What follows belongs to an exercise in optimizing a design on an open flow for small area and a short achievable clock period; a production flow would make more cautious choices.
RTL that was checked went through simulation tests only; none was proved equivalent to the original.
For runs 1 and 2, only the layout was checked, not whether the RTL still works.
Power figures rest on the tool's default switching activity, not on a simulated workload.

==> flow/design.v (outline; a module is shown in full before it is edited, if it fits) <==
// module sg_nand2: 1 lines
// module sg_nor2: 1 lines
// module sg_inv: 1 lines
// module sg_xor2: 1 lines
// module sg_xnor2: 1 lines
// module sg_aoi21: 1 lines
// module sg_oai21: 1 lines
// module add64_ks: 1640 lines
// module Scrambler: 71 lines
module Scrambler(
  input         clock,
  input         reset,
  input  [63:0] io_in,
  output [63:0] io_out
);
  // ...
==> flow/run.sh <==
#!/bin/bash
# synth_recipe.tcl (not shown) runs the flow's synth.tcl, then flattens the netlist and writes it again
# the make line also repeats each setting of config.mk as NAME=value (left out here)
make -C /OpenROAD-flow-scripts/flow DESIGN_CONFIG=/design/flow/config.mk WORK_HOME=/design/flow/orfs CLKGATE_MAP_FILE= SYNTH_SCRIPT=/design/flow/synth_recipe.tcl finish
==> flow/config.mk <==
export PLATFORM = sky130hd
export DESIGN_NAME = Scrambler
export DESIGN_NICKNAME = Scrambler
export VERILOG_FILES = /design/flow/design.v
export SDC_FILE = /design/flow/constraint.sdc
export NUM_CORES = 4
export LEC_CHECK = 0
export CAP_MARGIN = 20
export CORE_MARGIN = 2
export CORE_UTILIZATION = 55
export SETUP_SLACK_MARGIN = 2.5
export SLEW_MARGIN = 20
export SYNTH_HIERARCHICAL = 1
export SYNTH_MINIMUM_KEEP_SIZE = 0
==> flow/constraint.sdc <==
create_clock -name core_clock -period 6.0 [get_ports {clock}]
set_input_delay 1.2000 -clock core_clock [delete_from_list [all_inputs] [get_ports {clock}]]
set_output_delay 1.2000 -clock core_clock [all_outputs]
set_load 0.01 [all_outputs]
==> flow_summary.toml, run 1 <==
[floorplanning]
taps = 950
die_w_um = 272.2
dieHeight_um = 272.2
rows = 98
start_util = 0.5544

[worst_setup_path]
critPathCapture = "io_out[62]"
r2r_end = "q1[55]"
worstPathArrival_ns = 3.09
cpMaxStageDelayCell = "a21oi_4"
reg2reg_slack_ns = 2.53

[layout]
layout_commonest_cell = "dfxtp_1"
buffers = 353
clockBufferCount = 185
clk_share = 0.08732
final_cell_mix = "dfxtp_1 (1473), and2_1 (192), nand2_1 (143), clkbuf_16 (137), nor2_4 (136)"
multi_input_area_share = 0.2671
instances_no_fill = 4623

[power]
p_leak_nw = 21.89
seqPwrFrac = 0.534

[yosys]
yosysWarnings = 7
synth_cells = 3117
ys.flop_type = "dfxtp_1"

[global_route]
met1_usage = 0.3241
antenna_found_initial = 8
grt_max_degree = 43

[sta]
setup-violations-final = 0
slew_viol_final = 0
layout_setup_ws_ns = 1.712
finalCriticalPeriod_ns = 4.288

[detailed_routing]
drt-initial-drc-count = 1254
wl_met2_um = 43870
first_pass_iters = 5

[placed_design]
place_inst = 4164
dp_hpwl_um = 60890

[clock_tree]
cts_buffer_depth = 3

[status]
status = "finished clean"
==> run 2, diff against run 1 <==
--- a/flow/config.mk
+++ b/flow/config.mk
@@ -8,5 +8,7 @@
 export CAP_MARGIN = 20
 export CORE_MARGIN = 2
-export CORE_UTILIZATION = 55
+export CORE_UTILIZATION = 65
+export CTS_CLUSTER_DIAMETER = 60
+export CTS_CLUSTER_SIZE = 24
 export SETUP_SLACK_MARGIN = 2.5
 export SLEW_MARGIN = 20
==> run 2 against run 1 <==
  * Via count is 2.5% higher
  * Setup slack got worse by 0.059 ns
  * Maximum frequency down 1.4%
  * Global-route usage increased by 5.4 points
  * Total power is 17% lower
  * Clock power down 39%
  * Wire length increased by 9.5%
  * Largest power group unchanged
==> flow_summary.toml, run 2 <==
[clock_tree]
clock_latency_ns = 0.65
clockRootBuffer = "clkbuf_16"
htreeDepth = 3
cts_made_buffers = 73
clkTransAtPathRegs_ns = 0.09
cts_tree = "done"
clock-sinks = 1480
cts_buffer_depth = 3
cts_hold_buf = 0

[global_route]
antenna_found_initial = 7
gr-total-overflow = 0
grt_max_degree = 37
grt_pass1_wl_um = 142700
grtUsageTotal = 0.3023
grt_pass1_vias = 24220

[power]
p_sw_frac = 0.2126
pwr-share-comb = 0.038
power.switching_mw = 3.534
clkPwrFrac = 0.319
internal_power_mw = 13.09
total_power_mw = 16.62
seqPwrFrac = 0.642
irDropWorstVdd_uv = 286.0
p_per_area_nw_per_um2 = 328.4
p_leak_nw = 20.58

[sta]
worst_pin_slew_ns = 1.138
fin_tns_setup_ns = 0
hold_viol_final = 0
slew_headroom = 0.2345
slew_viol_final = 0
setup-violations-final = 0
clock_skew_ns = 0.04164
layout_setup_ws_ns = 1.652
rsz0062_at_grt = "yes"
max_freq_mhz = 230.0
post-route-period-util = 0.7246
finalCriticalPeriod_ns = 4.348

[yosys]
synth_cells = 3117
yosysMostFrequentCell = "dfxtp_1"
ys.flop_type = "dfxtp_1"
synth_common_cells = "dfxtp_1 (1480), nor2_1 (248), nand2_1 (238), and2_1 (194), o21ai_1 (187)"
synthesis.nets = 3250
yosysUniqueCellTypes = 64
ys_ff_latch = 1480
yosysWarnings = 7
synth_area_um2 = 39560
avgSynthCellArea_um2 = 12.69
ys_seq_area_frac = 0.7489
async_flop_share = 0
synth-edff-count = 0
synth_area_leaders = "dfxtp_1 (75%), a21oi_2 (3.3%), and2_1 (3.1%)"
synth_top_area_frac = 0.7489
yosysTopAreaCell = "dfxtp_1"

[placed_design]
portBuffers = 129
dp_hpwl_um = 60500
place_congestion = 0.9755
pre_cts_slack_ns = 0.4116

[layout]
area_delta_synth_final_pct = 27.97
layout_commonest_cell = "dfxtp_1"
final_cell_mix = "dfxtp_1 (1478), and2_1 (187), nand2_1 (142), nor2_4 (140), buf_4 (127)"
nNetsFinal = 3628
drive_gt1_frac = 0.3262
n_fill_cell = 2812

[detailed_routing]
vias_per_cell = 5.509
wl_per_cell_um = 23.47
vias = 23650
first_pass_iters = 5
drt-initial-drc-count = 1704
drc_errors = 0
wirelength_um = 100700
ant_nets = 0

[worst_setup_path]
worstPathArrival_ns = 3.15
cp.buffers_inverters = 4
path_cells = "buf_8 -> nor2_4 -> buf_6 -> nor2_4 -> a21oi_4 -> o21ai_2 -> a21oi_2 -> buf_4 -> o21ai_4 -> a21oi_4 -> xnor2_2 -> buf_2"
cpPeakStageDelay_ns = 0.24
critPathCaptureType = "primary output"
crit_family = "compound AO/OA/AOI/OAI gates"
cp-start-kind = "primary input"
cp.required_ns = 4.80
cpMaxStageDelayCell = "a21oi_2"
cp_max_fo = 3
critical_path_class = "primary input to primary output"

[floorplanning]
io_pins = 130
die_w_um = 250.7
die-area_um2 = 62850
start_util = 0.6567
dieHeight_um = 250.7
rows = 90
coreArea_um2 = 60250

[status]
status = "finished clean"

[flow_run]
drv_cap = 0

[hold_path]
hp-class = "register to register"
## run 2: cell counts after synthesis
No cell type changed its count.
## run 2: path summary, 6_finish.rpt
check | start | endpoint | slack, ns | depth (start not counted)
setup / recovery | io_in[10] | io_out[35] | 1.65 | 12
hold / removal | p5[46] | p6[46] | 0.32 | 0
setup reg to reg | m6 | q1[60] | 2.29 | 14
hold reg to reg | p5[46] | p6[46] | 0.32 | 0
## run 2: repair_timing
action | 4_1_cts | 5_1_grt
endpoints found under the hold margin | 0 | 0
setup buffers | 152 | 58
resized for setup | 1337 | 232
setup endpoints to repair | 98 | 80
gates cloned | 0 | 0
pin swaps | 284 | 142
## run 2: per-module statistics from Yosys (local to each module, per instance), excerpt
module | times used | flip-flops and latches | area (um^2) | cells
Scrambler | 1 | 1480 | 34830 | 2280
sg_aoi21 | 147 | 0 | 8.758 | 1
sg_xnor2 | 42 | 0 | 8.758 | 1
add64_ks | 1 | 0 | 7.507 | 1
sg_oai21 | 168 | 0 | 5.005 | 1
sg_inv | 16 | 0 | 3.754 | 1
sg_nand2 | 169 | 0 | 3.754 | 1
sg_nor2 | 209 | 0 | 3.754 | 1
## run 2: cells by family (layout without fill, tap and decap cells)
| kind of cell | Yosys count | in the layout | synth area share |
|---|---|---|---|
| flip-flops | 1480 | 1480 | 0.7489 |
| AND/OR/NAND/NOR | 763 | 763 | 0.09017 |
| AO/OA/AOI/OAI | 534 | 534 | 0.08916 |
| XOR/XNOR | 190 | 190 | 0.04206 |
| buffers and inverters | 82 | 472 | 0.008033 |
| adder cells (fa/ha/maj) | 67 | 67 | 0.02138 |
| multiplexers | 1 | 1 | 0.0002530 |
| other | 0 | 3 | 0 |
## run 2: final cells by class
| class | instances | area (um^2) | share of cell area |
|---|---|---|---|
| diodes | 3 | 7.507 | 0.0001483 |
| inverters | 42 | 165.2 | 0.003262 |
| well taps | 782 | 978.4 | 0.01933 |
| repair buffers | 343 | 3342 | 0.06601 |
| flip-flops and latches | 1480 | 29640 | 0.5854 |
| clock buffers | 77 | 1894 | 0.03742 |
| clock inverters | 10 | 166.4 | 0.003287 |
| multi-input cells | 1555 | 14440 | 0.2852 |
## run 2: through the flow
stage,cell area (um^2),util,instances,hold WS (ns)
2_1_floorplan,39970,-,3117,0.3096
3_3_place_gp,42120,0.6991,3992,0.3095
3_5_place_dp,42120,0.6991,3992,0.3121
4_1_cts,49230,0.8172,4231,0.3141
5_1_grt,50620,0.8402,4290,0.3250
6_report,50630,0.8403,4292,0.3192
## run 2: power groups by stage
| stage | registers (mW) | logic, mW | clock network [mW] |
|---|---|---|---|
| 6_report | 10.7 | 0.637 | 5.31 |
| 5_1_grt | 10.7 | 0.665 | 5.68 |
| 4_1_cts | 10.7 | 0.554 | 5.34 |
| 3_5_place_dp | 10.9 | 0.420 | 0 |
| 3_3_place_gp | 10.9 | 0.412 | 0 |
| 2_1_floorplan | 10.8 | 0.239 | 0 |
## run 2: metal layers
metal  GRT usage  up-vias  routed length [um]
met5           0        -                  20
met4      0.1300        4                5164
met2      0.5179      938               49640
li1            -    10880                   -
met3     0.05435      320                6387
met1      0.3769    11500               39520
==> module Scrambler, before the edit <==
module Scrambler(
  input         clock,
  input         reset,
  input  [63:0] io_in,
  output [63:0] io_out
);
  reg [63:0] p1;
  reg [63:0] p2;
  reg [63:0] p3;
  reg [63:0] p4;
  reg [63:0] p5;
  reg [63:0] p6;
  reg [63:0] q1;
  reg [63:0] q2;
  reg [63:0] q3;
  reg [63:0] q4;
  reg [63:0] q5;
  reg [63:0] q6;
  reg [63:0] q7;
  reg [63:0] q8;
  reg [63:0] q9;
  reg [63:0] q10;
  reg [63:0] q11;
  reg [63:0] q12;
  reg [63:0] q13;
  reg [63:0] q14;
  reg [63:0] q15;
  reg [63:0] q16;
  reg [63:0] q17;
  reg  [4:0] cnt;    
  reg        m1;     
  reg        m6;     
  reg        m17;    
  wire m17_next = !reset && (m17 || cnt == 5'd16);
  add64_ks u_out (.a(io_in), .b(q17), .s(io_out));
  always @(posedge clock) begin
    p1  <= io_out;
    p2  <= p1;
    p3  <= p2;
    p4  <= p3;
    p5  <= p4;
    p6  <= p5;
    q1  <= (m1 ? p1 : 64'h0) + (m6 ? p6 : 64'h0);
    q2 <= q1;
    q3 <= q2;
    q4 <= q3;
    q5 <= q4;
    q6 <= q5;
    q7 <= q6;
    q8 <= q7;
    q9 <= q8;
    q10 <= q9;
    q11 <= q10;
    q12 <= q11;
    q13 <= q12;
    q14 <= q13;
    q15 <= q14;
    q16 <= q15;
    q17 <= m17_next ? q16 : 64'h0;
  end
  always @(posedge clock) begin
    if (reset) begin
      cnt <= 5'd0;
    end else if (!m17) begin
      cnt <= cnt + 5'd1;
    end
    m1  <= !reset;
    m6  <= !reset && (m6 || cnt == 5'd5);
    m17 <= m17_next;
  end
endmodule
==> run 3, diff against run 2 <==
--- a/flow/design.v
+++ b/flow/design.v
@@ -1676,8 +1676,7 @@
   reg [63:0] q17;
   reg  [4:0] cnt;    
-  reg        m1;     
   reg        m6;     
-  reg        m17;    
-  wire m17_next = !reset && (m17 || cnt == 5'd16);
+  reg        m18;    
+  wire m18_next = !reset && (m18 || cnt == 5'd17);
   add64_ks u_out (.a(io_in), .b(q17), .s(io_out));
   always @(posedge clock) begin
@@ -1688,5 +1687,5 @@
     p5  <= p4;
     p6  <= p5;
-    q1  <= (m1 ? p1 : 64'h0) + (m6 ? p6 : 64'h0);
+    q1  <= p1 + (m6 ? p6 : 64'h0);
     q2 <= q1;
     q3 <= q2;
@@ -1704,15 +1703,14 @@
     q15 <= q14;
     q16 <= q15;
-    q17 <= m17_next ? q16 : 64'h0;
+    q17 <= m18_next ? q16 : 64'h0;
   end
   always @(posedge clock) begin
     if (reset) begin
       cnt <= 5'd0;
-    end else if (!m17) begin
+    end else if (!m18) begin
       cnt <= cnt + 5'd1;
     end
-    m1  <= !reset;
     m6  <= !reset && (m6 || cnt == 5'd5);
-    m17 <= m17_next;
+    m18 <= m18_next;
   end
 endmodule
--- a/flow/config.mk
+++ b/flow/config.mk
@@ -11,5 +11,5 @@
 export CTS_CLUSTER_DIAMETER = 60
 export CTS_CLUSTER_SIZE = 24
-export SETUP_SLACK_MARGIN = 2.5
+export SETUP_SLACK_MARGIN = 2.0
 export SLEW_MARGIN = 20
 export SYNTH_HIERARCHICAL = 1
==> run 3 against run 2 <==
  * Clock skew down 0.016 ns
  * Flip-flop and latch count down 1
  * Critical endpoint is now io_out[54]
  * Highest routed layer unchanged
  * Count of clock-buffer cells in the layout unchanged
  * Synthesized cell count down 3.1%
  * First-iteration DRC count down 4.0%
==> flow_summary.toml, run 3 <==
[sta]
hold_viol_final = 0
whs_ns = 0.3221
rsz0062_at_grt = "yes"
fin_tns_setup_ns = 0
slew_viol_final = 0
layout_setup_ws_ns = 1.624
worst_pin_slew_ns = 1.032
slew_headroom = 0.3117
max_freq_mhz = 228.5
setup-violations-final = 0
post-route-period-util = 0.7293
clock_skew_ns = 0.02559
finalCriticalPeriod_ns = 4.376

[detailed_routing]
drc_errors = 0
drt-initial-drc-count = 1636
wl_per_cell_um = 24.67
vias_per_cell = 5.623
wirelength_um = 102800
ant_nets = 0
vias = 23430
first_pass_iters = 5

[hold_path]
min-delay-start = "q6[18]"
hp-class = "register to register"

[yosys]
ys_seq_area_frac = 0.7578
synthesis.nets = 3151
synth-edff-count = 0
yosysMostFrequentCell = "dfxtp_1"
avgSynthCellArea_um2 = 12.94
yosysTopAreaCell = "dfxtp_1"
synth_cells = 3019
synth_area_leaders = "dfxtp_1 (76%), a21oi_2 (3.4%), xor2_1 (2.5%)"
synth_common_cells = "dfxtp_1 (1479), nor2_1 (246), nand2_1 (223), o21ai_1 (175), a21oi_2 (153)"
synth_top_area_frac = 0.7578
async_flop_share = 0
ys_ff_latch = 1479
yosysUniqueCellTypes = 64
synth_area_um2 = 39070
yosysWarnings = 7
ys.flop_type = "dfxtp_1"

[floorplanning]
rows = 89
die-area_um2 = 62090
die_w_um = 249.2
coreArea_um2 = 59240
dieHeight_um = 249.2
start_util = 0.6595
io_pins = 130

[layout]
n_fill_cell = 2773
nNetsFinal = 3510
drive_gt1_frac = 0.3155
fin_util = 0.8315
regArea_um2 = 29610
layout_commonest_cell = "dfxtp_1"
multi_input_area_um2 = 13390
final_cell_mix = "dfxtp_1 (1478), nor2_4 (151), and2_1 (128), nand2_1 (125), buf_4 (124)"
fin_area_um2 = 49260
area_delta_synth_final_pct = 26.08

[power]
p_per_area_nw_per_um2 = 339.7
irDropWorstVdd_uv = 448.1
p_leak_nw = 20.19

[clock_tree]
clockRootBuffer = "clkbuf_16"
cts_tree = "done"
htreeDepth = 3
cts_made_buffers = 74
clock_latency_ns = 0.64
clock-sinks = 1479
clkTransAtPathRegs_ns = 0.09
cts_buffer_depth = 3
cts_hold_buf = 0

[placed_design]
pre_cts_slack_ns = 0.3041
dp_hpwl_um = 63010
place_congestion = 0.9701
placed_cell_area_um2 = 41330
portBuffers = 129

[global_route]
grt_max_degree = 41
grt_pass1_vias = 24070
grt_pass1_wl_um = 147000
grtUsageTotal = 0.3150
gr-total-overflow = 0
antenna_found_initial = 5

[worst_setup_path]
reg2reg_slack_ns = 1.91
critPathCaptureType = "primary output"
critPathLaunch = "io_in[11]"
cp_max_fo = 3
worstPathArrival_ns = 3.18
reg2reg_from = "m6"
critical_path_class = "primary input to primary output"
cp-start-kind = "primary input"
cp.required_ns = 4.80

[flow_run]
drv_cap = 0

[status]
status = "finished clean"
-- run 3: stage by stage --
stage	instances	total power, mW
finish	4167	16.73
global route	4165	17.20
CTS	4131	16.70
detailed placement	3902	11.40
global placement	3902	11.34
floorplan	3019	11.10
-- run 3: cell type report --
type                       instances  area share
clock buffer                      77     0.03866
tap                              773     0.01963
inverter                          33    0.002972
clock inverter                    12    0.003226
antenna                            3   0.0001524
timing repair buffer             323     0.06238
sequential                      1479      0.6011
multi-input combinational       1467      0.2718
-- run 3: cell families (layout without fill, tap and decap cells) --
group	Yosys count	count (layout)	synth area share
other	0	3	0
xor gates and xnor gates	193	193	0.04327
and+or+nand+nor	668	668	0.07689
buffers and inverters	73	445	0.007366
adders and majority gates	66	66	0.02133
AOI/OAI and AO/OA	540	540	0.09332
DFF	1479	1479	0.7578
-- run 3: worst paths after layout --
| check | cells after the start | endpoint |
|---|---|---|
| worst min-delay path | 0 | q7[18] |
| worst max-delay path | 11 | io_out[54] |
| worst max register to register | 13 | q1[63] |
| worst min register to register | 0 | q7[18] |
-- run 3: power breakdown --
group | internal, mW | switching (mW) | total, mW
registers | 10.5 | 0.221 | 10.8
logic | 0.244 | 0.392 | 0.636
clock network | 2.33 | 3.00 | 5.33
-- run 3: per-module statistics from Yosys (local to each module, per instance) --
module | cells inside | area, um^2 | flip-flops and latches | times used
sg_nor2 | 1 | 3.754 | 0 | 209
add64_ks | 1 | 7.507 | 0 | 1
sg_aoi21 | 1 | 8.758 | 0 | 147
sg_xor2 | 1 | 8.758 | 0 | 85
sg_xnor2 | 1 | 8.758 | 0 | 42
sg_inv | 1 | 3.754 | 0 | 16
sg_nand2 | 1 | 3.754 | 0 | 169
sg_oai21 | 1 | 5.005 | 0 | 168
Scrambler | 2182 | 34340 | 1479 | 1
-- run 3: critical path, cell delays in order --
cell and delay (ns):
buf_8 0.11, nand2_1 0.21, o21ai_4 0.13, a21oi_4 0.25
buf_4 0.18, o21ai_4 0.09, a21oi_4 0.25, o21ai_4 0.14
a21oi_4 0.26, xnor2_2 0.17, buf_2 0.19
-- run 3: routing by layer --
metal	global-route usage	up-vias	share of wire
li1	-	10580	-
met1	0.4000	11490	0.40
met2	0.5350	1004	0.48
met3	0.05361	351	0.062
met4	0.1327	6	0.051
met5	0	-	0.00040
-- run 3: timing repair --
| item | in CTS | in global routing |
|---|---|---|
| setup endpoints to repair | 75 | 72 |
| gates resized for setup | 1418 | 90 |
| hold endpoints to repair | 0 | 0 |
| setup buffers | 140 | 33 |
| pin swaps | 297 | 101 |
==> run 4, diff against run 3 <==
--- a/flow/config.mk
+++ b/flow/config.mk
@@ -11,6 +11,7 @@
 export CTS_CLUSTER_DIAMETER = 60
 export CTS_CLUSTER_SIZE = 24
-export SETUP_SLACK_MARGIN = 2.0
+export SETUP_SLACK_MARGIN = 2.5
 export SLEW_MARGIN = 20
 export SYNTH_HIERARCHICAL = 1
 export SYNTH_MINIMUM_KEEP_SIZE = 0
+export TNS_END_PERCENT = 5
==> run 4 against run 3 <==
  * Highest routed layer unchanged
  * Non-clock buffer count is 39 lower
  * Area after synthesis stayed put
  * Cell count is 1.1% lower
  * Total power is 0.63% lower
  * Maximum frequency is 2.1% higher
  * Final area is 1.9% lower
  * Clock power hardly changed
  * Largest power group unchanged
==> flow_summary.toml, run 4 <==
[yosys]
async_flop_share = 0
ys_seq_area_frac = 0.7578
synth_area_um2 = 39070
avgSynthCellArea_um2 = 12.94
ys.flop_type = "dfxtp_1"
synth_area_leaders = "dfxtp_1 (76%), a21oi_2 (3.4%), xor2_1 (2.5%)"
synth-edff-count = 0
synth_top_area_frac = 0.7578
yosysWarnings = 7
synthesis.nets = 3151
synth_compound_area_frac = 0.09332
ys_ff_latch = 1479
synth_cells = 3019
synth_common_cells = "dfxtp_1 (1479), nor2_1 (246), nand2_1 (223), o21ai_1 (175), a21oi_2 (153)"
synthSimpleGateAreaFrac = 0.07689
synth_mux_area_frac = 0
yosysMostFrequentCell = "dfxtp_1"
yosysUniqueCellTypes = 64
synth-xor-area-share = 0.04327
synth_fa_ha_area_frac = 0.02133
yosysTopAreaCell = "dfxtp_1"
synth_top_family_by_area = "compound AO/OA/AOI/OAI gates"

[detailed_routing]
vias = 22320
ant_nets = 0
wirelength_um = 93390
wl_per_cell_um = 22.65
drc_errors = 0
vias_per_cell = 5.414
drt-initial-drc-count = 1360
first_pass_iters = 5

[worst_setup_path]
cp.required_ns = 4.80
cp-start-kind = "primary input"
cp_max_fo = 4
rr_worst_depth = 14
worstPathArrival_ns = 3.08
reg2reg_slack_ns = 1.99
reg2reg_from = "m6"
critPathLaunch = "io_in[1]"
critical_path_class = "primary input to primary output"
critPathCaptureType = "primary output"
r2r_end = "q1[63]"

[placed_design]
place_inst = 3887
placed_cell_area_um2 = 41500
portBuffers = 129
place_congestion = 0.9332
dp_hpwl_um = 59630

[clock_tree]
clock-sinks = 1479
cts_tree = "done"
clockRootBuffer = "clkbuf_16"
cts_made_buffers = 73
clkTransAtPathRegs_ns = 0.10
htreeDepth = 3
clock_latency_ns = 0.65
cts_buffer_depth = 3
cts_hold_buf = 0

[layout]
fin_util = 0.8158
nNetsFinal = 3470
instances_no_fill = 4123
fin_area_um2 = 48330
n_fill_cell = 3017
area_delta_synth_final_pct = 23.70
layout_commonest_cell = "dfxtp_1"
drive_gt1_frac = 0.2962
final_cell_mix = "dfxtp_1 (1478), nor2_4 (141), nand2_1 (131), and2_1 (127), buf_4 (126)"

[power]
p_per_area_nw_per_um2 = 344.0
total_power_mw = 16.63
p_leak_nw = 19.80
irDropWorstVdd_uv = 386.4

[sta]
finalCriticalPeriod_ns = 4.285
hold_viol_final = 0
slew_viol_final = 0
slew_headroom = 0.3826
post-route-period-util = 0.7141
worst_pin_slew_ns = 0.9163
rsz0062_at_grt = "yes"
setup-violations-final = 0
fin_tns_setup_ns = 0
max_freq_mhz = 233.4
clock_skew_ns = 0.02861

[hold_path]
holdPathEnd = "q2[35]"
hp-class = "register to register"
min-delay-start = "q1[35]"
min_path_cells = 0

[floorplanning]
io_pins = 130
start_util = 0.6595
die_w_um = 249.2
coreArea_um2 = 59240
rows = 89
dieHeight_um = 249.2
die-area_um2 = 62090

[status]
status = "finished clean"

[global_route]
grt_pass1_vias = 23390
gr-total-overflow = 0
antenna_found_initial = 5
grt_max_degree = 62
grt_pass1_wl_um = 136800
grtUsageTotal = 0.2909

[flow_run]
drv_cap = 0
-- run 4: cell types whose count changed in the layout (fill, tap and decap cells not counted), moves of 8 or more --
cell / delta
ha_1: -9
buf_8: -14
nor2_4: -10
a21oi_4: -15
xnor2_4: -10
buf_6: -62
o21ai_1: +16
o21ai_2: -11
dlygate4sd2_1: +9
xnor2_2: +10
nor2_2: +8
ha_2: +8
a21oi_2: +15
-- run 4: timing repair --
action / 4_1_cts / 5_1_grt
gates resized for setup: 1046 / 183
buffers inserted: 113 / 36
pin swaps: 229 / 147
setup endpoints to repair: 98 / 101
gates cloned: 0 / 0
-- run 4: worst max path at each step --
| stage | slack (ns) | endpoint | cells past startpoint |
|---|---|---|---|
| floorplan | 2.46 | io_out[61] | 8 |
| global placement | 0.44 | io_out[30] | 9 |
| detailed placement | 0.44 | io_out[62] | 10 |
| CTS | 1.78 | io_out[62] | 12 |
| global route | 1.70 | io_out[53] | 12 |
| finish | 1.72 | io_out[62] | 12 |
-- run 4: kinds of logic after synthesis --
| group | after synthesis |
|---|---|
| AOI/OAI and AO/OA | 540 |
| and+or+nand+nor | 668 |
| DFF | 1479 |
| xor gates and xnor gates | 193 |
| adders and majority gates | 66 |
| buffers and inverters | 73 |
-- run 4: through the flow --
stage                     worst slack [ns]  hold WS (ns)
after floorplan                      2.455        0.3096
after global placement              0.4375        0.3096
after detailed placement            0.4416        0.3121
after CTS                            1.777        0.3192
after global routing                 1.697        0.3162
final                                1.715        0.3160
-- run 4: critical path, cell delays in order --
cell     delay [ns]
buf_6          0.10
nor2_4         0.05
o21ai_4        0.29
inv_2          0.10
o21ai_4        0.22
buf_6          0.14
a21oi_4        0.06
buf_12         0.14
o21ai_4        0.22
a21oi_4        0.11
xnor2_2        0.24
buf_2          0.19
-- run 4: area by class of cell --
class | instances | area [um^2] | share of cell area
clock buffer | 75 | 1877 | 0.03883
antenna | 1 | 2.502 | 0.00005178
timing repair buffer | 284 | 2480 | 0.05131
sequential | 1479 | 29610 | 0.6127
clock inverter | 11 | 186.4 | 0.003858
multi-input combinational | 1467 | 13080 | 0.2706
inverter | 33 | 123.9 | 0.002563
tap | 773 | 967.2 | 0.02001
-- run 4: report_power, final --
part           switching, mW  total [mW]  internal [mW]
registers              0.207        10.7           10.5
logic                  0.361       0.573          0.211
clock network           2.93        5.30           2.37
-- run 4: per-module statistics from Yosys (local to each module, per instance) --
module,flops+latches,copies in the design
sg_nand2,0,169
sg_nor2,0,209
sg_inv,0,16
sg_aoi21,0,147
Scrambler,1479,1
add64_ks,0,1
sg_xor2,0,85
sg_xnor2,0,42
sg_oai21,0,168
-- run 4: routing by layer --
metal | part of all wire | routed length (um) | track usage
met5 | 0.00046 | 43 | 0
met3 | 0.054 | 5017 | 0.05214
met4 | 0.040 | 3719 | 0.1145
met1 | 0.41 | 38510 | 0.3691
met2 | 0.49 | 46100 | 0.4963

[static timing again, ports no longer ideal]
The results above use ideal ports. As a check the final layouts listed here were re-extracted and re-timed, cells and wires unchanged. Step 1: set_driving_cell puts a clkbuf_16 on clock and a buf_2 on each other input, an assumption about the parent block. Step 2 moves the port delays by t, midway between the first and last clock arrival at a register: inputs arrive t later, outputs are due t later. That takes back most of the time a late clock gives input paths. a / b / c = no drivers / after step 1 / after step 2; a / b = the first two.
| run | shift t [ns] | setup slack, ns | slew at the worst register clock pin (ns) |
|---|---|---|---|
| run 1 | 0.782 | 1.712 / 1.655 / 1.655 | 0.07 / 0.07 |
| run 2 | 0.695 | 1.652 / 1.605 / 1.605 | 0.09 / 0.09 |
| run 3 | 0.690 | 1.624 / 1.543 / 1.543 | 0.10 / 0.10 |
| run 4 | 0.693 | 1.715 / 1.663 / 1.663 | 0.10 / 0.10 |
After both steps every run listed still meets setup and hold. The setup slack of run 3, which loses most, moves by -0.081 ns with the drivers and by -0.081 ns with both steps.
